Background: an optimization exercise with open tools, aiming at small area. Do not read the settings as production practice.
The RTL was checked by simulation tests, not by an equivalence proof against the original design.
Power is estimated from default activity; no workload was simulated.

## flow/design.v (module list and top-level ports; edited modules follow where they fit)
// module field_map: 41 lines
// module piece_sequence: 50 lines
// module piece_digits: 597 lines
// module block_offset: 123 lines
// module fall_time: 48 lines
// module wall_kicks: 58 lines
// module scoring: 78 lines
// module binary_to_bcd: 80 lines
// module increment_bcd: 82 lines
// module tetris_game: 923 lines
module tetris_game( input clk_in,
                    input reset_in,
                    input select_in,
                    input pause_in,
                    input up_in,
                    input down_in,
                    input left_in,
                    input right_in,
                    input rotate_in,
                    input hard_drop_in,
                    input soft_drop_in,
                    input hold_in,
                    output logic [5:0] game_state,
                    output logic pause_bgm,
                    output logic [1:0] sound_effect,
                    output logic start_blink,
                    output logic pause_select,
                    output logic game_over_select,
                    output logic write_enable,
                    output logic [8:0] square_write_addr,
                    output logic [3:0] write_color,
                    output logic flash_enable,
                    output logic [8:0] flash_addr,
                    output logic flash,
                    output logic speck_enable,
                    output logic [8:0] speck_addr,
                    output logic speck,
                    output logic [2:0] next_block_color,
                    output logic [2:0] hold_block_color,
                    output logic [31:0] score_bcd,
                    output [31:0] level_bcd,
                    output [31:0] lines_bcd
    );
  // ...
==> flow/run.sh <==
#!/bin/bash
# synth_recipe.tcl (not shown) runs the flow's synth.tcl, then flattens the netlist and writes it again
# the make line also repeats each setting of config.mk as NAME=value (left out here)
make -C /OpenROAD-flow-scripts/flow DESIGN_CONFIG=/design/flow/config.mk WORK_HOME=/design/flow/orfs CLKGATE_MAP_FILE= SYNTH_SCRIPT=/design/flow/synth_recipe.tcl finish
==> flow/config.mk <==
export PLATFORM = sky130hd
export DESIGN_NAME = tetris_game
export DESIGN_NICKNAME = tetris_game
export VERILOG_FILES = /design/flow/design.v
export SDC_FILE = /design/flow/constraint.sdc
export NUM_CORES = 4
export LEC_CHECK = 0
export CAP_MARGIN = 35
export CORE_MARGIN = 2
export CORE_UTILIZATION = 30
export PLACE_DENSITY = 0.42
export SETUP_SLACK_MARGIN = 0.2
export SLEW_MARGIN = 35
export SYNTH_MEMORY_MAX_BITS = 16384
==> flow/constraint.sdc <==
create_clock -name core_clock -period 10.0 [get_ports {clk_in}]
set_input_delay 2.0000 -clock core_clock [delete_from_list [all_inputs] [get_ports {clk_in}]]
set_output_delay 2.0000 -clock core_clock [all_outputs]
set_load 0.01 [all_outputs]
==> summary.md, run 1 <==
| Metric | Value |
|---|---|
| Pleak | `30.38 nW` |
| Met3 WL | `51040 um` |
| Minimum clock period | `7.124 ns` |
| Worst VDD drop | `0.0001932 V` |
| Effective utilization at floorplan | `30.15%` |
| Setup WS post-layout | `2.876 ns` |
| CP Max Fanout | `12` |
| Reg2Reg Depth | `27` |
| WP data required | `10.74 ns` |
| Design area | `88650 um2` |
| Flip-flop and latch count | `1162` |
| N_diodes | `16` |
| Reg power frac | `30.9%` |
| Final hold vios | `0` |
| Status | `no timing/DRC/antenna violations` |
| WHS Endpoint | `next_block_color[2]$_DFF_P_` |
| Post-Synth Simple-Gate Area | `20.84%` |
| Multiplexer share of the synthesized area | `2.720%` |
| Pin count of the biggest net entering global routing | `114` |
| TNS Setup | `0 ns` |
| Hold WS | `0.3323 ns` |
| Max stage delay on crit path | `0.58 ns` |
| Dpl cells | `12410` |
| Uppermost layer routed | `met5` |
| DR DRC count | `0` |
| Mapped cell area | `77470 um2` |
| Layout clock area frac | `5.498%` |
| Reg-to-reg startpoint | `old_level[2]$_SDFFE_PP0P_` |
| Final core utilization | `34.50%` |
| Most frequent cell after synthesis | `nor2_1` |
| Commonest non-fill, non-tap cell in the layout | `nor2_1` |
| Seq. pwr | `6.42 mW` |
| Multi-input combinational area share | `50.83%` |
| Clock share of power | `26.5%` |
| Part of the Yosys area used for sequential elements | `38.18%` |
| Pre-Repair DR Iteration Count | `9` |
==> module piece_sequence, before the edit <==
module piece_sequence( input [9:0] bag,
                       input [2:0] pos,
                       input [7:1] used,
                       input [13:0] digits,        
                       output logic [2:0] cur,
                       output logic [9:0] next_bag,
                       output logic [2:0] next_pos,
                       output logic [7:1] next_used,
                       output logic [13:0] next_digits,
                       output logic [13:0] first_digits   
    );
    logic [13:0] ahead;
    piece_digits table1(.bag(bag + 10'd1), .digits(ahead), .first(first_digits));
    logic [2:0] d;
    always_comb begin
        case (pos)
            3'd0: d = digits[2:0];
            3'd1: d = digits[5:3];
            3'd2: d = digits[8:6];
            3'd3: d = {1'b0, digits[10:9]};
            3'd4: d = {1'b0, digits[12:11]};
            3'd5: d = {2'b0, digits[13]};
            default: d = 3'd0;
        endcase
    end
    always_comb begin
        logic [2:0] n;
        n = 3'd0;
        cur = 3'd0;
        for (int k = 1; k <= 7; k++) begin
            if (!used[k]) begin
                if (n == d) cur = 3'(k);
                n = n + 3'd1;
            end
        end
    end
    always_comb begin
        if (pos == 3'd6 || bag == 10'd585) begin
            next_bag = (bag == 10'd585) ? 10'd0 : bag + 10'd1;
            next_pos = 3'd0;
            next_used = 7'd0;
            next_digits = (bag == 10'd585) ? first_digits : ahead;
        end else begin
            next_bag = bag;
            next_pos = pos + 3'd1;
            next_used = used | (7'd1 << (cur - 3'd1));
            next_digits = digits;
        end
    end
endmodule
==> module piece_digits, before the edit <==
module piece_digits( input [9:0] bag,
                     output logic [13:0] digits,
                     output logic [13:0] first      
    );
    assign first = 14'h122b;
    always_comb begin
        case (bag)
            10'd0: digits = 14'h122b;
            10'd1: digits = 14'h100d;
            10'd2: digits = 14'h1240;
            10'd3: digits = 14'h2452;
            10'd4: digits = 14'h310a;
            10'd5: digits = 14'h0e4b;
            10'd6: digits = 14'h085b;
            10'd7: digits = 14'h266b;
            10'd8: digits = 14'h0e19;
            10'd9: digits = 14'h109c;
            10'd10: digits = 14'h329e;
            10'd11: digits = 14'h22ab;
            10'd12: digits = 14'h221a;
            10'd13: digits = 14'h2c61;
            10'd14: digits = 14'h340e;
            10'd15: digits = 14'h3714;
            10'd16: digits = 14'h2f25;
            10'd17: digits = 14'h36c4;
            10'd18: digits = 14'h2c9b;
            10'd19: digits = 14'h1099;
            10'd20: digits = 14'h14ec;
            10'd21: digits = 14'h172c;
            10'd22: digits = 14'h2841;
            10'd23: digits = 14'h106d;
            10'd24: digits = 14'h2f2c;
            10'd25: digits = 14'h0d00;
            10'd26: digits = 14'h3004;
            10'd27: digits = 14'h0cde;
            10'd28: digits = 14'h36d3;
            10'd29: digits = 14'h0a25;
            10'd30: digits = 14'h10d4;
            10'd31: digits = 14'h0658;
            10'd32: digits = 14'h06d6;
            10'd33: digits = 14'h2208;
            10'd34: digits = 14'h22c3;
            10'd35: digits = 14'h1329;
            10'd36: digits = 14'h282e;
            10'd37: digits = 14'h2a65;
            10'd38: digits = 14'h164b;
            10'd39: digits = 14'h049c;
            10'd40: digits = 14'h20a3;
            10'd41: digits = 14'h080b;
            10'd42: digits = 14'h0aae;
            10'd43: digits = 14'h2262;
            10'd44: digits = 14'h2e92;
            10'd45: digits = 14'h2f21;
            10'd46: digits = 14'h30d6;
            10'd47: digits = 14'h361d;
            10'd48: digits = 14'h1085;
            10'd49: digits = 14'h0429;
            10'd50: digits = 14'h2ede;
            10'd51: digits = 14'h2665;
            10'd52: digits = 14'h2318;
            10'd53: digits = 14'h0ac3;
            10'd54: digits = 14'h0eec;
            10'd55: digits = 14'h2e82;
            10'd56: digits = 14'h3483;
            10'd57: digits = 14'h265a;
            10'd58: digits = 14'h0f0a;
            10'd59: digits = 14'h2263;
            10'd60: digits = 14'h2653;
            10'd61: digits = 14'h051e;
            10'd62: digits = 14'h292a;
            10'd63: digits = 14'h0d1e;
            10'd64: digits = 14'h289b;
            10'd65: digits = 14'h0f2a;
            10'd66: digits = 14'h20a5;
            10'd67: digits = 14'h229e;
            10'd68: digits = 14'h06c0;
            10'd69: digits = 14'h0ece;
            10'd70: digits = 14'h1420;
            10'd71: digits = 14'h0216;
            10'd72: digits = 14'h021b;
            10'd73: digits = 14'h20ce;
            10'd74: digits = 14'h3023;
            10'd75: digits = 14'h2690;
            10'd76: digits = 14'h0ce6;
            10'd77: digits = 14'h0006;
            10'd78: digits = 14'h3483;
            10'd79: digits = 14'h2eda;
            10'd80: digits = 14'h260c;
            10'd81: digits = 14'h0603;
            10'd82: digits = 14'h12e6;
            10'd83: digits = 14'h0a09;
            10'd84: digits = 14'h0e19;
            10'd85: digits = 14'h066a;
            10'd86: digits = 14'h2e0a;
            10'd87: digits = 14'h121d;
            10'd88: digits = 14'h1125;
            10'd89: digits = 14'h2245;
            10'd90: digits = 14'h2054;
            10'd91: digits = 14'h34c1;
            10'd92: digits = 14'h2093;
            10'd93: digits = 14'h0824;
            10'd94: digits = 14'h2aca;
            10'd95: digits = 14'h2e24;
            10'd96: digits = 14'h30dd;
            10'd97: digits = 14'h3510;
            10'd98: digits = 14'h080c;
            10'd99: digits = 14'h30ea;
            10'd100: digits = 14'h24c3;
            10'd101: digits = 14'h2ec8;
            10'd102: digits = 14'h066e;
            10'd103: digits = 14'h0c49;
            10'd104: digits = 14'h2716;
            10'd105: digits = 14'h248b;
            10'd106: digits = 14'h0090;
            10'd107: digits = 14'h302b;
            10'd108: digits = 14'h2c80;
            10'd109: digits = 14'h2281;
            10'd110: digits = 14'h0861;
            10'd111: digits = 14'h0c9d;
            10'd112: digits = 14'h20d1;
            10'd113: digits = 14'h06e5;
            10'd114: digits = 14'h06a9;
            10'd115: digits = 14'h2c68;
            10'd116: digits = 14'h0259;
            10'd117: digits = 14'h1019;
            10'd118: digits = 14'h0a58;
            10'd119: digits = 14'h0ee6;
            10'd120: digits = 14'h230d;
            10'd121: digits = 14'h2623;
            10'd122: digits = 14'h0f28;
            10'd123: digits = 14'h1715;
            10'd124: digits = 14'h3620;
            10'd125: digits = 14'h0a69;
            10'd126: digits = 14'h0ac3;
            10'd127: digits = 14'h24c5;
            10'd128: digits = 14'h3011;
            10'd129: digits = 14'h150a;
            10'd130: digits = 14'h245a;
            10'd131: digits = 14'h1651;
            10'd132: digits = 14'h092d;
            10'd133: digits = 14'h046d;
            10'd134: digits = 14'h1056;
            10'd135: digits = 14'h08e4;
            10'd136: digits = 14'h205c;
            10'd137: digits = 14'h1288;
            10'd138: digits = 14'h1103;
            10'd139: digits = 14'h0622;
            10'd140: digits = 14'h0084;
            10'd141: digits = 14'h2055;
            10'd142: digits = 14'h264d;
            10'd143: digits = 14'h025e;
            10'd144: digits = 14'h0450;
            10'd145: digits = 14'h0a14;
            10'd146: digits = 14'h36e0;
            10'd147: digits = 14'h32eb;
            10'd148: digits = 14'h2a29;
            10'd149: digits = 14'h3655;
            10'd150: digits = 14'h04e9;
            10'd151: digits = 14'h1309;
            10'd152: digits = 14'h28ab;
            10'd153: digits = 14'h2ee8;
            10'd154: digits = 14'h2652;
            10'd155: digits = 14'h2b03;
            10'd156: digits = 14'h28ce;
            10'd157: digits = 14'h3044;
            10'd158: digits = 14'h1309;
            10'd159: digits = 14'h00eb;
            10'd160: digits = 14'h372d;
            10'd161: digits = 14'h3483;
            10'd162: digits = 14'h28de;
            10'd163: digits = 14'h26c0;
            10'd164: digits = 14'h065b;
            10'd165: digits = 14'h0e6d;
            10'd166: digits = 14'h2cd0;
            10'd167: digits = 14'h2922;
            10'd168: digits = 14'h1088;
            10'd169: digits = 14'h0cc6;
            10'd170: digits = 14'h08d5;
            10'd171: digits = 14'h2c9a;
            10'd172: digits = 14'h2262;
            10'd173: digits = 14'h06e8;
            10'd174: digits = 14'h24e3;
            10'd175: digits = 14'h08ac;
            10'd176: digits = 14'h060b;
            10'd177: digits = 14'h30e5;
            10'd178: digits = 14'h0324;
            10'd179: digits = 14'h26a3;
            10'd180: digits = 14'h22cd;
            10'd181: digits = 14'h2858;
            10'd182: digits = 14'h3491;
            10'd183: digits = 14'h0cc3;
            10'd184: digits = 14'h0019;
            10'd185: digits = 14'h1604;
            10'd186: digits = 14'h2911;
            10'd187: digits = 14'h3681;
            10'd188: digits = 14'h2f20;
            10'd189: digits = 14'h345a;
            10'd190: digits = 14'h04ca;
            10'd191: digits = 14'h1002;
            10'd192: digits = 14'h0aa8;
            10'd193: digits = 14'h340e;
            10'd194: digits = 14'h2d24;
            10'd195: digits = 14'h2519;
            10'd196: digits = 14'h0b29;
            10'd197: digits = 14'h08c8;
            10'd198: digits = 14'h3202;
            10'd199: digits = 14'h2c46;
            10'd200: digits = 14'h1289;
            10'd201: digits = 14'h2f0a;
            10'd202: digits = 14'h06a0;
            10'd203: digits = 14'h0c06;
            10'd204: digits = 14'h0066;
            10'd205: digits = 14'h166e;
            10'd206: digits = 14'h2e6a;
            10'd207: digits = 14'h24ca;
            10'd208: digits = 14'h200c;
            10'd209: digits = 14'h0881;
            10'd210: digits = 14'h2e0e;
            10'd211: digits = 14'h0a8b;
            10'd212: digits = 14'h3219;
            10'd213: digits = 14'h3656;
            10'd214: digits = 14'h091d;
            10'd215: digits = 14'h34a3;
            10'd216: digits = 14'h0a2d;
            10'd217: digits = 14'h2223;
            10'd218: digits = 14'h16e4;
            10'd219: digits = 14'h1612;
            10'd220: digits = 14'h20ca;
            10'd221: digits = 14'h1728;
            10'd222: digits = 14'h0a03;
            10'd223: digits = 14'h2522;
            10'd224: digits = 14'h3514;
            10'd225: digits = 14'h10ae;
            10'd226: digits = 14'h2294;
            10'd227: digits = 14'h0c5e;
            10'd228: digits = 14'h04a0;
            10'd229: digits = 14'h2528;
            10'd230: digits = 14'h06a6;
            10'd231: digits = 14'h0d09;
            10'd232: digits = 14'h366b;
            10'd233: digits = 14'h02d0;
            10'd234: digits = 14'h2288;
            10'd235: digits = 14'h1680;
            10'd236: digits = 14'h3003;
            10'd237: digits = 14'h2245;
            10'd238: digits = 14'h1616;
            10'd239: digits = 14'h0ae9;
            10'd240: digits = 14'h04ad;
            10'd241: digits = 14'h34a9;
            10'd242: digits = 14'h284b;
            10'd243: digits = 14'h08d3;
            10'd244: digits = 14'h2318;
            10'd245: digits = 14'h200b;
            10'd246: digits = 14'h0e4d;
            10'd247: digits = 14'h3695;
            10'd248: digits = 14'h126e;
            10'd249: digits = 14'h0658;
            10'd250: digits = 14'h2ea2;
            10'd251: digits = 14'h16cc;
            10'd252: digits = 14'h3669;
            10'd253: digits = 14'h2c1e;
            10'd254: digits = 14'h2418;
            10'd255: digits = 14'h0ce0;
            10'd256: digits = 14'h22cc;
            10'd257: digits = 14'h22c2;
            10'd258: digits = 14'h02e9;
            10'd259: digits = 14'h2cda;
            10'd260: digits = 14'h2e54;
            10'd261: digits = 14'h341e;
            10'd262: digits = 14'h2a4d;
            10'd263: digits = 14'h1715;
            10'd264: digits = 14'h2810;
            10'd265: digits = 14'h32a6;
            10'd266: digits = 14'h2c05;
            10'd267: digits = 14'h22c6;
            10'd268: digits = 14'h3119;
            10'd269: digits = 14'h02c4;
            10'd270: digits = 14'h0f13;
            10'd271: digits = 14'h34d4;
            10'd272: digits = 14'h08cd;
            10'd273: digits = 14'h12ce;
            10'd274: digits = 14'h3452;
            10'd275: digits = 14'h2e4d;
            10'd276: digits = 14'h0e61;
            10'd277: digits = 14'h0899;
            10'd278: digits = 14'h0cda;
            10'd279: digits = 14'h265b;
            10'd280: digits = 14'h20a2;
            10'd281: digits = 14'h0aae;
            10'd282: digits = 14'h0496;
            10'd283: digits = 14'h064e;
            10'd284: digits = 14'h240c;
            10'd285: digits = 14'h124b;
            10'd286: digits = 14'h08e4;
            10'd287: digits = 14'h28eb;
            10'd288: digits = 14'h2c1d;
            10'd289: digits = 14'h06d8;
            10'd290: digits = 14'h06dd;
            10'd291: digits = 14'h0528;
            10'd292: digits = 14'h34c6;
            10'd293: digits = 14'h2e89;
            10'd294: digits = 14'h300e;
            10'd295: digits = 14'h3404;
            10'd296: digits = 14'h366b;
            10'd297: digits = 14'h246e;
            10'd298: digits = 14'h36ca;
            10'd299: digits = 14'h0505;
            10'd300: digits = 14'h1726;
            10'd301: digits = 14'h1694;
            10'd302: digits = 14'h3112;
            10'd303: digits = 14'h121e;
            10'd304: digits = 14'h3420;
            10'd305: digits = 14'h0f2e;
            10'd306: digits = 14'h2810;
            10'd307: digits = 14'h142a;
            10'd308: digits = 14'h052a;
            10'd309: digits = 14'h14ca;
            10'd310: digits = 14'h2894;
            10'd311: digits = 14'h22ce;
            10'd312: digits = 14'h0aa8;
            10'd313: digits = 14'h046c;
            10'd314: digits = 14'h08a4;
            10'd315: digits = 14'h0e6b;
            10'd316: digits = 14'h0659;
            10'd317: digits = 14'h28c1;
            10'd318: digits = 14'h2112;
            10'd319: digits = 14'h2a6b;
            10'd320: digits = 14'h1249;
            10'd321: digits = 14'h14e8;
            10'd322: digits = 14'h0112;
            10'd323: digits = 14'h34db;
            10'd324: digits = 14'h06d4;
            10'd325: digits = 14'h201e;
            10'd326: digits = 14'h364e;
            10'd327: digits = 14'h0d2c;
            10'd328: digits = 14'h32e8;
            10'd329: digits = 14'h2a69;
            10'd330: digits = 14'h2e1c;
            10'd331: digits = 14'h169a;
            10'd332: digits = 14'h26cb;
            10'd333: digits = 14'h125b;
            10'd334: digits = 14'h0e63;
            10'd335: digits = 14'h2859;
            10'd336: digits = 14'h06c0;
            10'd337: digits = 14'h0b20;
            10'd338: digits = 14'h0b16;
            10'd339: digits = 14'h0a88;
            10'd340: digits = 14'h2d23;
            10'd341: digits = 14'h0ca6;
            10'd342: digits = 14'h2ea0;
            10'd343: digits = 14'h20d8;
            10'd344: digits = 14'h2316;
            10'd345: digits = 14'h22d6;
            10'd346: digits = 14'h00da;
            10'd347: digits = 14'h2c4a;
            10'd348: digits = 14'h210b;
            10'd349: digits = 14'h3320;
            10'd350: digits = 14'h06e5;
            10'd351: digits = 14'h0850;
            10'd352: digits = 14'h260d;
            10'd353: digits = 14'h264d;
            10'd354: digits = 14'h20d6;
            10'd355: digits = 14'h2914;
            10'd356: digits = 14'h2c03;
            10'd357: digits = 14'h08d8;
            10'd358: digits = 14'h0d00;
            10'd359: digits = 14'h3214;
            10'd360: digits = 14'h052b;
            10'd361: digits = 14'h372d;
            10'd362: digits = 14'h10e0;
            10'd363: digits = 14'h0718;
            10'd364: digits = 14'h1516;
            10'd365: digits = 14'h0d0d;
            10'd366: digits = 14'h12c0;
            10'd367: digits = 14'h3423;
            10'd368: digits = 14'h3215;
            10'd369: digits = 14'h26d4;
            10'd370: digits = 14'h370a;
            10'd371: digits = 14'h3064;
            10'd372: digits = 14'h0eab;
            10'd373: digits = 14'h065c;
            10'd374: digits = 14'h209c;
            10'd375: digits = 14'h2a43;
            10'd376: digits = 14'h149a;
            10'd377: digits = 14'h332b;
            10'd378: digits = 14'h00ce;
            10'd379: digits = 14'h0410;
            10'd380: digits = 14'h2a9b;
            10'd381: digits = 14'h0ece;
            10'd382: digits = 14'h2f2a;
            10'd383: digits = 14'h3613;
            10'd384: digits = 14'h2453;
            10'd385: digits = 14'h0a93;
            10'd386: digits = 14'h212b;
            10'd387: digits = 14'h0a25;
            10'd388: digits = 14'h2f2e;
            10'd389: digits = 14'h2ae6;
            10'd390: digits = 14'h2621;
            10'd391: digits = 14'h141a;
            10'd392: digits = 14'h2888;
            10'd393: digits = 14'h12d0;
            10'd394: digits = 14'h3490;
            10'd395: digits = 14'h3043;
            10'd396: digits = 14'h0021;
            10'd397: digits = 14'h0f1b;
            10'd398: digits = 14'h321a;
            10'd399: digits = 14'h0119;
            10'd400: digits = 14'h1418;
            10'd401: digits = 14'h10d0;
            10'd402: digits = 14'h0093;
            10'd403: digits = 14'h1644;
            10'd404: digits = 14'h00e5;
            10'd405: digits = 14'h2a5a;
            10'd406: digits = 14'h36ed;
            10'd407: digits = 14'h1029;
            10'd408: digits = 14'h0698;
            10'd409: digits = 14'h2b09;
            10'd410: digits = 14'h321b;
            10'd411: digits = 14'h20e1;
            10'd412: digits = 14'h06ae;
            10'd413: digits = 14'h0d0c;
            10'd414: digits = 14'h006c;
            10'd415: digits = 14'h2ca9;
            10'd416: digits = 14'h250e;
            10'd417: digits = 14'h1622;
            10'd418: digits = 14'h3454;
            10'd419: digits = 14'h1496;
            10'd420: digits = 14'h0c4c;
            10'd421: digits = 14'h2e23;
            10'd422: digits = 14'h271b;
            10'd423: digits = 14'h2681;
            10'd424: digits = 14'h2a9b;
            10'd425: digits = 14'h042b;
            10'd426: digits = 14'h3725;
            10'd427: digits = 14'h0066;
            10'd428: digits = 14'h3295;
            10'd429: digits = 14'h26e4;
            10'd430: digits = 14'h2a48;
            10'd431: digits = 14'h0d0b;
            10'd432: digits = 14'h3410;
            10'd433: digits = 14'h30eb;
            10'd434: digits = 14'h060b;
            10'd435: digits = 14'h3058;
            10'd436: digits = 14'h102a;
            10'd437: digits = 14'h2682;
            10'd438: digits = 14'h14c8;
            10'd439: digits = 14'h34e0;
            10'd440: digits = 14'h2118;
            10'd441: digits = 14'h3424;
            10'd442: digits = 14'h2aae;
            10'd443: digits = 14'h2926;
            10'd444: digits = 14'h0328;
            10'd445: digits = 14'h2d2b;
            10'd446: digits = 14'h04d8;
            10'd447: digits = 14'h0e88;
            10'd448: digits = 14'h151a;
            10'd449: digits = 14'h3099;
            10'd450: digits = 14'h36a4;
            10'd451: digits = 14'h2d16;
            10'd452: digits = 14'h145e;
            10'd453: digits = 14'h0d21;
            10'd454: digits = 14'h2425;
            10'd455: digits = 14'h2214;
            10'd456: digits = 14'h0821;
            10'd457: digits = 14'h1453;
            10'd458: digits = 14'h2449;
            10'd459: digits = 14'h2288;
            10'd460: digits = 14'h24e9;
            10'd461: digits = 14'h1498;
            10'd462: digits = 14'h04e1;
            10'd463: digits = 14'h10c1;
            10'd464: digits = 14'h2825;
            10'd465: digits = 14'h2901;
            10'd466: digits = 14'h0a5a;
            10'd467: digits = 14'h0e23;
            10'd468: digits = 14'h2e8b;
            10'd469: digits = 14'h068d;
            10'd470: digits = 14'h0928;
            10'd471: digits = 14'h24c5;
            10'd472: digits = 14'h0312;
            10'd473: digits = 14'h26d9;
            10'd474: digits = 14'h106a;
            10'd475: digits = 14'h16aa;
            10'd476: digits = 14'h0a58;
            10'd477: digits = 14'h304b;
            10'd478: digits = 14'h02e3;
            10'd479: digits = 14'h24d0;
            10'd480: digits = 14'h02dd;
            10'd481: digits = 14'h14c2;
            10'd482: digits = 14'h1110;
            10'd483: digits = 14'h34c8;
            10'd484: digits = 14'h0884;
            10'd485: digits = 14'h22a6;
            10'd486: digits = 14'h1098;
            10'd487: digits = 14'h2b1e;
            10'd488: digits = 14'h2700;
            10'd489: digits = 14'h230a;
            10'd490: digits = 14'h1101;
            10'd491: digits = 14'h2e29;
            10'd492: digits = 14'h1509;
            10'd493: digits = 14'h0cd5;
            10'd494: digits = 14'h0329;
            10'd495: digits = 14'h026d;
            10'd496: digits = 14'h0104;
            10'd497: digits = 14'h1718;
            10'd498: digits = 14'h3282;
            10'd499: digits = 14'h30c0;
            10'd500: digits = 14'h0503;
            10'd501: digits = 14'h302a;
            10'd502: digits = 14'h0462;
            10'd503: digits = 14'h2aea;
            10'd504: digits = 14'h2445;
            10'd505: digits = 14'h2203;
            10'd506: digits = 14'h070d;
            10'd507: digits = 14'h072a;
            10'd508: digits = 14'h2442;
            10'd509: digits = 14'h1100;
            10'd510: digits = 14'h2f08;
            10'd511: digits = 14'h2642;
            10'd512: digits = 14'h2b1d;
            10'd513: digits = 14'h3466;
            10'd514: digits = 14'h0820;
            10'd515: digits = 14'h1600;
            10'd516: digits = 14'h1480;
            10'd517: digits = 14'h210e;
            10'd518: digits = 14'h0eec;
            10'd519: digits = 14'h36a2;
            10'd520: digits = 14'h2acb;
            10'd521: digits = 14'h0ed0;
            10'd522: digits = 14'h1020;
            10'd523: digits = 14'h0f10;
            10'd524: digits = 14'h2a0b;
            10'd525: digits = 14'h282e;
            10'd526: digits = 14'h364c;
            10'd527: digits = 14'h1014;
            10'd528: digits = 14'h2066;
            10'd529: digits = 14'h0a91;
            10'd530: digits = 14'h0326;
            10'd531: digits = 14'h2904;
            10'd532: digits = 14'h0f1b;
            10'd533: digits = 14'h0468;
            10'd534: digits = 14'h362e;
            10'd535: digits = 14'h16e9;
            10'd536: digits = 14'h062c;
            10'd537: digits = 14'h3685;
            10'd538: digits = 14'h252b;
            10'd539: digits = 14'h3289;
            10'd540: digits = 14'h0723;
            10'd541: digits = 14'h224d;
            10'd542: digits = 14'h1262;
            10'd543: digits = 14'h065c;
            10'd544: digits = 14'h1126;
            10'd545: digits = 14'h370c;
            10'd546: digits = 14'h0460;
            10'd547: digits = 14'h0ce3;
            10'd548: digits = 14'h1103;
            10'd549: digits = 14'h20ab;
            10'd550: digits = 14'h331a;
            10'd551: digits = 14'h271d;
            10'd552: digits = 14'h109a;
            10'd553: digits = 14'h2c51;
            10'd554: digits = 14'h0254;
            10'd555: digits = 14'h3710;
            10'd556: digits = 14'h2c5e;
            10'd557: digits = 14'h0f2c;
            10'd558: digits = 14'h3260;
            10'd559: digits = 14'h2229;
            10'd560: digits = 14'h300a;
            10'd561: digits = 14'h2e58;
            10'd562: digits = 14'h365b;
            10'd563: digits = 14'h10a6;
            10'd564: digits = 14'h0840;
            10'd565: digits = 14'h06ee;
            10'd566: digits = 14'h3064;
            10'd567: digits = 14'h0e82;
            10'd568: digits = 14'h350c;
            10'd569: digits = 14'h16a8;
            10'd570: digits = 14'h0a25;
            10'd571: digits = 14'h1299;
            10'd572: digits = 14'h26e3;
            10'd573: digits = 14'h0a1c;
            10'd574: digits = 14'h3062;
            10'd575: digits = 14'h1526;
            10'd576: digits = 14'h1650;
            10'd577: digits = 14'h2f1c;
            10'd578: digits = 14'h2a4c;
            10'd579: digits = 14'h28e1;
            10'd580: digits = 14'h06d0;
            10'd581: digits = 14'h069a;
            10'd582: digits = 14'h1303;
            10'd583: digits = 14'h2ecc;
            10'd584: digits = 14'h0a4a;
            10'd585: digits = 14'h0002;
            default: digits = 14'h0000;
        endcase
    end
endmodule
==> run 2, diff against run 1 <==
--- a/flow/design.v
+++ b/flow/design.v
@@ -38,27 +38,24 @@
     assign full[31:21] = '0;
     assign fill_a = fill_at[ra];
     assign row_full = full[row];
     assign cell_b = color_at[rb];
 endmodule
 module piece_sequence( input [9:0] bag,
                        input [2:0] pos,
                        input [7:1] used,
-                       input [13:0] digits,        
                        output logic [2:0] cur,
                        output logic [9:0] next_bag,
                        output logic [2:0] next_pos,
-                       output logic [7:1] next_used,
-                       output logic [13:0] next_digits,
-                       output logic [13:0] first_digits   
+                       output logic [7:1] next_used
     );
-    logic [13:0] ahead;
-    piece_digits table1(.bag(bag + 10'd1), .digits(ahead), .first(first_digits));
+    logic [13:0] digits;
     logic [2:0] d;
+    piece_digits table1(.bag(bag), .digits(digits));
     always_comb begin
         case (pos)
             3'd0: d = digits[2:0];
             3'd1: d = digits[5:3];
             3'd2: d = digits[8:6];
             3'd3: d = {1'b0, digits[10:9]};
             3'd4: d = {1'b0, digits[12:11]};
             3'd5: d = {2'b0, digits[13]};
@@ -76,30 +73,26 @@
             end
         end
     end
     always_comb begin
         if (pos == 3'd6 || bag == 10'd585) begin
             next_bag = (bag == 10'd585) ? 10'd0 : bag + 10'd1;
             next_pos = 3'd0;
             next_used = 7'd0;
-            next_digits = (bag == 10'd585) ? first_digits : ahead;
         end else begin
             next_bag = bag;
             next_pos = pos + 3'd1;
             next_used = used | (7'd1 << (cur - 3'd1));
-            next_digits = digits;
         end
     end
 endmodule
 module piece_digits( input [9:0] bag,
-                     output logic [13:0] digits,
-                     output logic [13:0] first      
+                     output logic [13:0] digits
     );
-    assign first = 14'h122b;
     always_comb begin
         case (bag)
             10'd0: digits = 14'h122b;
             10'd1: digits = 14'h100d;
             10'd2: digits = 14'h1240;
             10'd3: digits = 14'h2452;
             10'd4: digits = 14'h310a;
             10'd5: digits = 14'h0e4b;
@@ -1272,44 +1265,53 @@
     logic [23:0] score;
     logic [2:0] read_color;
     logic [7:0] speck_row;
     logic [4:0] speck_y;
     assign speck_y = speck_row[4:0];
     logic [9:0] seq_bag, seq_next_bag;
     logic [2:0] seq_pos, seq_next_pos;
     logic [7:1] seq_used, seq_next_used;
-    logic [13:0] seq_digits, seq_next_digits, seq_first_digits;
     logic [2:0] seq_color, seq_rd;
-    piece_sequence block_buffer(.bag(seq_bag), .pos(seq_pos), .used(seq_used), .digits(seq_digits),
-       .cur(seq_color), .next_bag(seq_next_bag), .next_pos(seq_next_pos), .next_used(seq_next_used),
-       .next_digits(seq_next_digits), .first_digits(seq_first_digits));
+    piece_sequence block_buffer(.bag(seq_bag), .pos(seq_pos), .used(seq_used), .cur(seq_color),
+       .next_bag(seq_next_bag), .next_pos(seq_next_pos), .next_used(seq_next_used));
     always_ff @(posedge clk_in) begin
         seq_rd <= seq_color;
         next_block_color <= seq_rd;
     end
-    logic fill_enable;
-    logic [8:0] fill_addr;
+    logic field_we;
+    logic [8:0] field_waddr;
+    logic [2:0] field_wdata;
+    always_comb begin
+        if (game_state == PLACE_BLOCK) begin
+            field_we = bw_pend;
+            field_waddr = write_addr;
+            field_wdata = block_color;
+        end else begin
+            field_we = write_enable && (game_state == RESET_GRID || game_state == ROW_SHIFT_READ ||
+                game_state == ROW_SHIFT_WAIT || game_state == ROW_SHIFT_WRITE);
+            field_waddr = square_write_addr;
+            field_wdata = write_color[2:0];
+        end
+    end
     logic any_filled, row_full;
     logic [4:0] row_number;
     logic read_wait;
     logic bcd_blank;
     logic [11:0] lines_lo;
     logic [7:0] level_lo;
     assign lines_bcd = {{5{bcd_blank, 1'b0, bcd_blank, 1'b0}}, lines_lo};
     assign level_bcd = {{6{bcd_blank, 1'b0, bcd_blank, 1'b0}}, level_lo};
     logic fill_a;
     logic [3:0] cell_b;
     logic [8:0] read_a, read_b, write_addr;
-    logic shift_rd;
-    logic [8:0] shift_addr;
-    field_map field(.clk(clk_in), .we(fill_enable), .waddr((write_enable) ? square_write_addr : fill_addr),
-       .wdata(write_color[2:0]), .ra(read_a), .fill_a(fill_a),
+    field_map field(.clk(clk_in), .we(field_we), .waddr(field_waddr),
+       .wdata(field_wdata), .ra(read_a), .fill_a(fill_a),
        .row(row_number), .row_full(row_full),
-       .rb((shift_rd) ? shift_addr : read_b), .cell_b(cell_b));
+       .rb(read_b), .cell_b(cell_b));
     logic collide;
     assign any_filled = collide;
     logic [2:0] new_block_color;
     logic [1:0] new_block_state;
     logic [3:0] new_block_x;
     logic [4:0] new_block_y;
     logic [2:0] w_color;
     logic [1:0] w_state;
@@ -1337,74 +1339,57 @@
                     w_row = read_row;
                 else
                     w_row = {3'b0, new_block_y};
             end
         end else if (game_state == FALLING_SPECKS_ON || game_state == FALLING_SPECKS_OFF) begin
             w_row = speck_row;
         end
     end
-    logic [2:0] p_color;
-    logic [1:0] p_state;
-    logic [3:0] p_x;
-    logic [7:0] p_row;
-    logic p_second;
-    always_comb begin
-        p_color = new_block_color;
-        p_state = new_block_state;
-        p_x = new_block_x;
-        p_row = read_row;
-        p_second = 1'b1;
-        case (game_state)
-            BLOCK_READ: begin
-                p_row = {3'b0, new_block_y};
-                p_second = 1'b0;
-            end
-            GAME_PLAY: begin
-                p_color = block_color;
-                p_state = block_state;
-                p_x = block_x;
-                p_row = ghost_row;
-                p_second = 1'b0;
-            end
-            BLOCK_CHECK, GHOST_CHECK: begin
-                p_row = read_row + 8'd1;
-                p_second = 1'b0;
-            end
-            default: ;
-        endcase
-    end
-    logic [5:0] off_ra, off_rb;
-    logic [8:0] r_base;
-    block_offset offset_ra(.block_color(p_color), .block_state(p_state), .square({p_second, 1'b0}), .off(off_ra));
-    block_offset offset_rb(.block_color(p_color), .block_state(p_state), .square({p_second, 1'b1}), .off(off_rb));
-    assign r_base = p_x + p_row * 9'd14;
-    always_ff @(posedge clk_in) begin
-        read_a <= r_base + off_ra;
-        read_b <= r_base + off_rb;
-    end
-    logic row_mode;
+    logic read_mode, row_mode;
+    assign read_mode = (game_state == BLOCK_READ_WAIT || game_state == GHOST_WAIT);
     assign row_mode = (game_state == RESET_GRID || game_state == ROW_FLASH_ON || game_state == ROW_FLASH_OFF ||
-        game_state == ROW_CLEAR || game_state == ROW_SHIFT_READ || game_state == ROW_SHIFT_WRITE);
+        game_state == ROW_CLEAR || game_state == ROW_SHIFT_WAIT || game_state == ROW_SHIFT_WRITE);
+    logic [2:0] g_color;
+    logic [1:0] g_state, g_square;
     logic [3:0] g_x;
     logic [7:0] g_row;
-    logic [5:0] off_w, table_w;
-    block_offset offset_w(.block_color(w_color), .block_state(w_state), .square(2'd3 - lst_idx), .off(table_w));
+    logic [5:0] off_a, off_b;
+    logic [8:0] g_base;
     always_comb begin
-        if (row_mode) begin
+        if (read_mode) begin
+            g_color = new_block_color;
+            g_state = new_block_state;
+            g_x = new_block_x;
+            g_row = read_row;
+            g_square = {read_wait, 1'b0};
+        end else if (row_mode) begin
+            g_color = w_color;
+            g_state = w_state;
             g_x = i;
             g_row = {3'b0, op_row};
-            off_w = 6'd3;
+            g_square = 2'd0;
         end else begin
+            g_color = w_color;
+            g_state = w_state;
             g_x = w_x;
             g_row = w_row;
-            off_w = table_w;
+            g_square = 2'd3 - lst_idx;
         end
     end
-    assign write_addr = g_x + g_row * 9'd14 + off_w;
+    logic [5:0] table_a;
+    block_offset offset_a(.block_color(g_color), .block_state(g_state), .square(g_square), .off(table_a));
+    block_offset offset_b(.block_color(g_color), .block_state(g_state), .square({read_wait, 1'b1}), .off(table_b));
+    logic [5:0] table_b;
+    assign off_a = (row_mode) ? 6'd3 : table_a;
+    assign off_b = (row_mode) ? 6'd3 : table_b;
+    assign g_base = g_x + g_row * 9'd14;
+    assign read_a = g_base + off_a;
+    assign read_b = g_base + off_b;
+    assign write_addr = read_a;
     logic lst_last;
     assign lst_last = (lst_idx == 2'd3);
     logic [13:0] fall_time;
     fall_time fall_time1(.clk_in(clk_in), .level(level), .fall_time(fall_time));
     logic [13:0] fall_count;
     logic fall_down;
     assign fall_down = (fall_count == fall_time);
     logic [2:0] kicks_tried;
@@ -1447,22 +1432,22 @@
             3'd2: cur_row = cleared_rows_buffer[14:10];
             3'd3: cur_row = cleared_rows_buffer[19:15];
             default: cur_row = 5'd0;
         endcase
     end
     logic [4:0] op_row;
     always_comb begin
         if (game_state == RESET_GRID) op_row = j;
-        else if (game_state == ROW_SHIFT_READ) op_row = cur_row - j - 5'd1;
+        else if (game_state == ROW_SHIFT_WAIT) op_row = cur_row - j - 5'd1;
         else if (game_state == ROW_SHIFT_WRITE) op_row = cur_row - j;
         else op_row = cur_row;
     end
     logic [8:0] row_addr;
-    assign row_addr = write_addr;
+    assign row_addr = read_a;
     logic flash_count;
     logic [13:0] wait_count;
     logic hold_used;
     logic game_over;
     always_ff @(posedge clk_in) begin
         if (reset_in) begin
             game_state <= START_SCREEN;
             trigger <= 0;
@@ -1481,33 +1466,28 @@
             hold_block_color <= 0;
             lines <= 0;
             level <= 0;
             start_blink <= 0;
             pause_select <= 0;
             game_over_select <= 0;
             square_write_addr <= 0;
             read_color <= 0;
-            shift_rd <= 0;
-            shift_addr <= 0;
-            fill_enable <= 0;
-            fill_addr <= 0;
             write_color <= 0;
             write_enable <= 0;
             speck_enable <= 0;
             speck_addr <= 0;
             speck <= 0;
             speck_row <= 0;
             flash_enable <= 0;
             flash_addr <= 0;
             flash <= 0;
             seq_bag <= 0;
             seq_pos <= 0;
             seq_used <= 0;
-            seq_digits <= seq_first_digits;
             bcd_blank <= 0;
             lines_lo <= 0;
             level_lo <= 0;
             score_bcd <= 0;
             new_block_color <= 0;
             new_block_state <= 0;
             new_block_x <= 0;
             new_block_y <= 0;
@@ -1534,17 +1514,17 @@
             flash_count <= 0;
             wait_count <= 0;
             hold_used <= 0;
             game_over <= 0;
             pause_bgm <= 0;
             sound_effect <= 0;
         end else case (game_state)
             START_SCREEN: begin
-                begin seq_bag <= seq_next_bag; seq_pos <= seq_next_pos; seq_used <= seq_next_used; seq_digits <= seq_next_digits; end
+                begin seq_bag <= seq_next_bag; seq_pos <= seq_next_pos; seq_used <= seq_next_used; end
                 wait_count <= (wait_count == 11138) ? 0 : wait_count + 1;
                 start_blink <= (wait_count == 11138) ? ~start_blink : start_blink;
                 if (select_in) begin
                     game_state <= RESET;
                 end
             end
             RESET: begin
                 game_over <= 0;
@@ -1560,39 +1540,37 @@
                 sound_effect <= 0;
                 game_state <= RESET_GRID;
                 i <= 0;
                 j <= 0;
             end
             RESET_GRID: begin
                 if (j <= NUM_ROWS) begin
                     write_enable <= 1;
-                    fill_enable <= 1;
                     write_color <= 0;                   
                     square_write_addr <= row_addr;
                     speck_enable <= 1;
                     speck <= 0;
                     speck_addr <= row_addr;
                     flash_enable <= 1;
                     flash <= 0;
                     flash_addr <= row_addr;
                     i <= (i == ROW_WIDTH - 1) ? 0 : i + 1;
                     j <= (i == ROW_WIDTH - 1) ? j + 1 : j;
                 end else begin
                     write_enable <= 0;
-                    fill_enable <= 0;
                     speck_enable <= 0;
                     flash_enable <= 0;
                     game_state <= BLOCK_ADDR_WAIT;
                     trigger <= NEW_BLOCK;
                     new_block_color <= next_block_color;
                     new_block_state <= 0;
                     new_block_x <= BLOCK_X_START;
                     new_block_y <= (next_block_color == CYAN) ? BLOCK_Y_START + 1 : BLOCK_Y_START;
-                    begin seq_bag <= seq_next_bag; seq_pos <= seq_next_pos; seq_used <= seq_next_used; seq_digits <= seq_next_digits; end
+                    begin seq_bag <= seq_next_bag; seq_pos <= seq_next_pos; seq_used <= seq_next_used; end
                     fall_count <= 0;
                     lock_count <= 0;
                     move_count <= 0;
                     soft_drop_points <= 0;
                     hold_used <= 0;
                 end
             end
             BLOCK_ADDR_WAIT: begin
@@ -1772,41 +1750,38 @@
                         fall_count <= 0;
                     end else begin
                         game_state <= BLOCK_ADDR_WAIT;
                         trigger <= HOLD_SWITCH;
                         new_block_color <= next_block_color;
                         new_block_state <= 0;
                         new_block_x <= BLOCK_X_START;
                         new_block_y <= (next_block_color == CYAN) ? BLOCK_Y_START + 1 : BLOCK_Y_START;
-                        begin seq_bag <= seq_next_bag; seq_pos <= seq_next_pos; seq_used <= seq_next_used; seq_digits <= seq_next_digits; end
+                        begin seq_bag <= seq_next_bag; seq_pos <= seq_next_pos; seq_used <= seq_next_used; end
                         fall_count <= 0;
                     end
                 end else game_state <= GAME_PLAY;
             end
             INCREMENT_SCORE: begin
                 increment <= 1;
                 game_state <= (incrementer_busy) ? INCREMENT_SCORE_WAIT : INCREMENT_SCORE;
             end
             INCREMENT_SCORE_WAIT: begin
                 if (!incrementer_busy) begin
                     score_bcd <= bcd_inc;
                     game_state <= GAME_PLAY;
                 end else game_state <= INCREMENT_SCORE_WAIT;
             end
             PLACE_BLOCK: begin
                 if (bw_pend) begin
-                    fill_enable <= 1;
                     write_color <= block_color;
-                    fill_addr <= write_addr;
                     lst_idx <= lst_idx + 2'd1;
                     bw_pend <= ~lst_last;
                     sound_effect <= LOCK_SOUND;
                 end else begin
-                    fill_enable <= 0;
                     sound_effect <= 0;
                     game_state <= (trigger == HARD_DROP) ? FALLING_SPECKS_ON : BLOCK_FLASH_ON;
                     bw_pend <= 1;
                 end
             end
             FALLING_SPECKS_ON: begin
                 if (speck_y < ghost_y) begin
                     if (bw_pend) begin
@@ -1985,43 +1960,38 @@
                     game_state <= ROW_CLEAR;
                     row_idx <= 0;
                     i <= i + 1;
                 end else wait_count <= wait_count + 1;
             end
             ROW_SHIFT_READ: begin
                 if (cur_row != 0) begin
                     if (j < cur_row) begin
-                        shift_addr <= row_addr;
-                        shift_rd <= 1;
                         game_state <= ROW_SHIFT_WAIT;
                     end else begin
                         row_idx <= row_idx + 3'd1;
                         i <= 0;
                         j <= 0;
                     end
                 end else begin
                     write_enable <= 0;
-                    fill_enable <= 0;
                     game_state <= UPDATE_SCORE;
                     calc_score <= 1;
                     lines_converted <= 0;
                     level_converted <= 0;
                     score_converted <= 0;
                     convert <= 1;
                 end
             end
             ROW_SHIFT_WAIT: begin
                 read_color <= cell_b[2:0];
-                shift_rd <= 0;
                 game_state <= ROW_SHIFT_WRITE;
             end
             ROW_SHIFT_WRITE: begin
                 write_enable <= 1;
-                fill_enable <= 1;
                 write_color <= {1'b0, read_color};
                 square_write_addr <= row_addr;
                 game_state <= ROW_SHIFT_READ;
                 i <= (i == ROW_WIDTH - 1) ? 0 : i + 1;
                 j <= (i == ROW_WIDTH - 1) ? j + 1 : j;
             end
             UPDATE_SCORE: begin
                 calc_score <= 0;
@@ -2033,17 +2003,17 @@
                     game_state <= (converter_busy) ? SCORE_WAIT : UPDATE_SCORE;
                 else begin
                     game_state <= BLOCK_ADDR_WAIT;
                     trigger <= NEW_BLOCK;
                     new_block_color <= next_block_color;
                     new_block_state <= 0;
                     new_block_x <= BLOCK_X_START;
                     new_block_y <= (next_block_color == CYAN) ? BLOCK_Y_START + 1 : BLOCK_Y_START;;
-                    begin seq_bag <= seq_next_bag; seq_pos <= seq_next_pos; seq_used <= seq_next_used; seq_digits <= seq_next_digits; end
+                    begin seq_bag <= seq_next_bag; seq_pos <= seq_next_pos; seq_used <= seq_next_used; end
                     fall_count <= 0;
                     lock_count <= 0;
                     move_count <= 0;
                     soft_drop_points <= 0;
                     hold_used <= 0;
                 end
             end
             SCORE_WAIT: begin
==> flow/flow/run.sh (new file) <==
#!/bin/bash
# The standard layout (ORFS, the standard flow's config.mk and synthesis script), with
# these changes: the buffers abc inserted are removed at floorplan, ports get
# the smallest buffer, and clock tree synthesis adds no dummy loads and uses
# clkbuf_4. Each tool's output: make.log (and ORFS's logs under orfs/logs),
# write_def.log.
set -euo pipefail
W=$PWD
make -C "$FLOW_HOME" DESIGN_CONFIG="$FLOW_CONFIG" WORK_HOME="$W/orfs" CLKGATE_MAP_FILE= \
  SYNTH_SCRIPT="$W/synth_recipe.tcl" \
  REMOVE_ABC_BUFFERS=1 GPL_TIMING_DRIVEN=0 \
  BUFFER_PORTS_ARGS="-buffer_cell sky130_fd_sc_hd__buf_1" \
  CTS_ARGS="-sink_clustering_enable -repair_clock_nets -dont_use_dummy_load -buf_list sky130_fd_sc_hd__clkbuf_4" \
  finish > "$W/make.log" 2>&1
: # left out here: write the final layout as DEF
==> flow/standard.sh (new file) <==
#!/bin/bash
# synth_recipe.tcl (not shown) runs the flow's synth.tcl, then flattens the netlist and writes it again
# the make line also repeats each setting of config.mk as NAME=value (left out here)
make -C /OpenROAD-flow-scripts/flow DESIGN_CONFIG=/design/flow/config.mk WORK_HOME=/design/flow/orfs CLKGATE_MAP_FILE= SYNTH_SCRIPT=/design/flow/synth_recipe.tcl "${@:-finish}"
==> flow/config.mk (replaced) <==
export PLATFORM = sky130hd
export DESIGN_NAME = tetris_game
export DESIGN_NICKNAME = tetris_game
export VERILOG_FILES = /design/flow/design.v
export SDC_FILE = /design/flow/constraint.sdc
export NUM_CORES = 4
export LEC_CHECK = 0
export CAP_MARGIN = 20
export CORE_MARGIN = 2
export CORE_UTILIZATION = 40
export CTS_BUF_LIST = sky130_fd_sc_hd__clkbuf_4
export GPL_TIMING_DRIVEN = 0
export PLACE_DENSITY = 0.5
export SLEW_MARGIN = 20
export SYNTH_MEMORY_MAX_BITS = 16384
removed: flow/run.sh
==> summary.md, run 2 <==
| Metric | Value |
|---|---|
| Status | `complete, but fails checks (was no timing/DRC/antenna violations)` |
| SO Viols | `negative setup slack` |
| H-tree levels | `5 (was 4)` |
| Tot Pwr | `25.76 mW (was 20.79 mW)` |
| Final hold vios | `0 (unchanged)` |
| Total Routing Usage GR | `47.56% (was 34.18%)` |
| DP Area | `81500 um2 (was 83620 um2)` |
| Worst EP arrival | `11.53 ns (was 7.87 ns)` |
| Routed WL | `470500 um (was 466800 um)` |
| Max-Cap Viols | `0 (unchanged)` |
| Nets | `9523 (was 9533)` |
| Commonest non-fill, non-tap cell in the layout | `nor2_1 (unchanged)` |
| Pin count of the biggest net entering global routing | `112 (was 114)` |
| Mapped cell area | `75130 um2 (was 77470 um2)` |
| Post-synth EDFFs | `631 (unchanged)` |
| Largest register FFs | `630 (unchanged)` |
| 1st-iter DRT viols | `14240 (was 11920)` |
| Relative slew slack | `9.441% (was 17.03%)` |
| Effective utilization at floorplan | `40.13% (was 30.15%)` |
| Reg power frac | `23.2% (was 30.9%)` |
| Part of the Yosys area used for sequential elements | `38.36% (was 38.18%)` |
| Clock sink count | `1124 (was 1162)` |
| Synth Area in Compound Gates | `24.11% (was 24.44%)` |
| Max Buffers Root-to-Sink | `4 (was 3)` |
| Post-Synth Simple-Gate Area | `21.70% (was 20.84%)` |
| Synth area leaders | `edfxtp_1, dfxtp_1, nor2_1, ha_1, a21oi_1 (unchanged)` |
| Fmax achieved | `0.09720 GHz (was 0.1404 GHz)` |
| Top_reg_cell synth | `edfxtp_1 (unchanged)` |
| Placer Congestion | `1.100 (was 1.069)` |
| First-pass GRT wire length | `638300 um (was 639500 um)` |
| Vias in the first global route | `77260 (was 77090)` |
| Dpl cells | `11240 (was 12410)` |
| Gate Count Post-Synth | `9016 (was 9255)` |
| CP endpoint kind | `flip-flop (unchanged)` |
| Setup CP Type | `flip-flop to flip-flop (unchanged)` |
| Congestion Overflow GR | `0 (unchanged)` |
| Switching share of power | `53.31% (was 43.72%)` |
| Pre-Repair DR Iteration Count | `10 (was 9)` |
| Clk slew on worst S/H paths | `0.06 ns (about the same)` |
| Via density | `7.182 (was 6.421)` |
| CTS tree | `built (unchanged)` |
| Startpoint Class | `flip-flop (unchanged)` |
| Via count | `84130 (was 81490)` |
| Fraction of layout cells with a size suffix above 1 | `12.96% (was 8.837%)` |
| Final antenna-violating net count | `0 (unchanged)` |
| Die ar. | `191300 um2 (was 262300 um2)` |
| Most frequent cell after synthesis | `nor2_1 (unchanged)` |
| Core Footprint | `187200 um2 (was 256900 um2)` |
| Clock share of power | `13.1% (was 26.5%)` |
| TritonCTS Buffers | `329 (was 149)` |
| Pleak | `29.88 nW (was 30.38 nW)` |
| # port buffers | `139 (unchanged)` |
| Final Skew | `0.2117 ns (was 0.04937 ns)` |
| Tightest Pin Transition | `1.344 ns (was 1.241 ns)` |
| Synth Area in Adders | `5.732% (was 5.947%)` |
| Die Height | `437.4 um (was 512.2 um)` |
| Ys async rst share | `0% (unchanged)` |
| Io pins | `162 (unchanged)` |
| Area growth, synth to finish | `15.01% (was 14.43%)` |
| Cell taking the most area after synthesis | `edfxtp_1 (unchanged)` |
| Design area | `86410 um2 (was 88650 um2)` |
| Syn Area/Cell | `8.333 um2 (was 8.371 um2)` |
| P_sw | `13.73 mW (was 9.089 mW)` |
| WP data required | `11.24 ns (was 10.74 ns)` |
| Unrepaired setup endpoints after global routing | `true (was false)` |
| Tcrit/Tclk final | `102.9% (was 71.24%)` |
| Initial antenna violation count | `47 (was 34)` |
| Most flops, register | `field.cells (unchanged)` |
| Fin cells | `11710 (was 12690)` |
| Hpwl dp | `342400 um (was 343100 um)` |
| Clock latency on the worst-skew pair | `1.48 ns (was 0.82 ns)` |
| Comb pwr share | `63.6% (was 42.6%)` |
| DR DRC count | `0 (unchanged)` |
| Pwr dens | `298.2 nW/um2 (was 234.5 nW/um2)` |
| Slew Viols, Final | `0 (unchanged)` |
| Pint | `12.03 mW (was 11.70 mW)` |
| WL/cell | `40.16 um (was 36.78 um)` |
| Setup violators final | `2 (was 0)` |
| CP Max Fanout | `20 (was 12)` |
| Yosys cell types | `105 (was 95)` |
| Top post-synthesis cells by count | `nor2_1, nand2_1, a21oi_1 (unchanged)` |
| Worst VDD drop | `0.0003572 V (was 0.0001932 V)` |
| Post-synth top area share | `25.22% (was 24.46%)` |
| Std cell rows | `159 (was 186)` |
| Root buffer cell | `clkbuf_4 (was clkbuf_16)` |
| Largest family of logic cells by synthesized area | `compound AO/OA/AOI/OAI gates (unchanged)` |
| Multiplexer share of the synthesized area | `2.481% (was 2.720%)` |
| Hold WS | `0.3776 ns (was 0.3323 ns)` |
| Hold buffers post-CTS | `0 (unchanged)` |
| Synth Register Bits | `1124 (was 1162)` |
| HP Class | `flip-flop to flip-flop (unchanged)` |
| Leading cell types in the layout, fill and taps excluded | `nor2_1, nand2_1, a21oi_1, edfxtp_1, o21ai_0 (unchanged)` |
| Post-synthesis xor/xnor area fraction | `2.791% (was 2.967%)` |
| DIE WIDTH | `437.4 um (was 512.2 um)` |
| Minimum clock period | `10.29 ns (was 7.124 ns)` |
| Yosys warning count | `13 (unchanged)` |
| Setup WS post-layout | `-0.2877 ns (was 2.876 ns)` |
[run 2: area by class of cell]
type                       count  area, um2
fill                       18410     100800
multi-input combinational   7001      45410
sequential                  1124      28840
timing repair buffer         496       5553
tap                         2495       3122
clock buffer                 329       2470
inverter                     234      924.6
antenna                       35      87.58
[run 2: worst paths after layout]
path / start / to / slack, ns / cells after the start
max: block_y[1]$_SDFFE_PP0P_ / block_buffer.digits[5]$_DFF_P_ / -0.29 / 18
max reg2reg: block_y[1]$_SDFFE_PP0P_ / block_buffer.digits[5]$_DFF_P_ / -0.29 / 18
min reg2reg: new_block_x[2]$_SDFFE_PP0P_ / block_x[2]$_SDFFE_PP0P_ / 0.38 / 2
min: new_block_x[2]$_SDFFE_PP0P_ / block_x[2]$_SDFFE_PP0P_ / 0.38 / 2
[run 2: metal layers]
metal / vias to the layer above / share of wire [%] / global-route usage [%]
li1: 34350 / - / -
met1: 40530 / 35 / 53.97
met2: 7009 / 41 / 68.54
met3: 2196 / 13 / 18.36
met4: 38 / 12 / 43.84
met5: - / 0.068 / 0.3276
[run 2: metrics by stage]
stage	setup TNS [ns]	worst slack (ns)	utilization, %
floorplan	-177.01	-12.04	-
global placement	-6675.07	-47.80	40.66
detailed placement	-233.38	-3.095	43.54
CTS	0	0.01178	45.47
global route	-0.3229	-0.1955	46.12
finish	-0.4409	-0.2877	46.16
[run 2: logic make-up (layout without fill, tap and decap cells)]
family | Yosys count | in the layout
buffers and inverters | 915 | 1059
other | 1 | 57
AOI/OAI and AO/OA | 2750 | 2750
DFF | 1124 | 1124
xor gates and xnor gates | 234 | 236
adders and majority gates | 325 | 325
muxes | 146 | 146
and+or+nand+nor | 3521 | 3522
[run 2: power by group through the flow]
stage	clock network, mW	logic (mW)	registers (mW)
6_report	3.38	16.4	5.99
5_1_grt	3.63	16.5	6.02
4_1_cts	3.42	14.8	5.97
3_5_place_dp	0	14.2	6.06
3_3_place_gp	0	12.7	6.27
2_1_floorplan	0	7.04	5.99
[run 2: critical path, stage by stage (launching register included)]
cell and delay, ns:
dfxtp_1 0.59, inv_1 0.27, ha_1 0.37, nand4_1 0.08, nor2_1 0.55, a21o_1 0.65, a41o_1 0.53, o211ai_1 0.31
a32oi_4 0.78, buf_16 0.24, clkinvlp_4 0.57, ha_2 0.75, nor2_1 1.05, nand2_1 1.05, a31oi_1 0.46, nor4_1 0.09
nor3_1 0.63, nor3_1 0.34, a31oi_1 0.68
[run 2: what timing repair did]
item,CTS,global route
setup endpoints to repair,592,211
gates cloned,2,1
pin swaps,36,55
resized for setup,150,99
setup buffers,43,62

[static timing again, ports no longer ideal]
No port has a modelled driver above. Below, the same layouts with a new extraction and two added sets of constraints.
Step 1 (the two cells are an assumption about what drives the block):
set clk [get_ports {clk_in}]
set_driving_cell -lib_cell sky130_fd_sc_hd__clkbuf_16 $clk
set_driving_cell -lib_cell sky130_fd_sc_hd__buf_2 [delete_from_list [all_inputs] $clk]
Step 2 times the ports against the registers' clock, not the clock port: input delays grow and output delays shrink by t, the midpoint of the rising clock arrivals with the driver on.
a / b / c = no drivers / after step 1 / after step 2; a / b = the first two.
run	t, ns	setup slack, ns	worst hold slack (ns)	worst setup path after step 2	worst slew at a driven data input, ns
run 1	0.893	2.876 / 2.876 / 2.876	0.332 / 0.332 / 0.332	register to register	0.06
run 2	1.474	-0.288 / -0.288 / -1.273	0.378 / 0.378 / 0.378	input to register	0.27
For run 2, which loses most, drivers alone change the setup slack by 0.000 ns; drivers and shift together by -0.985 ns.
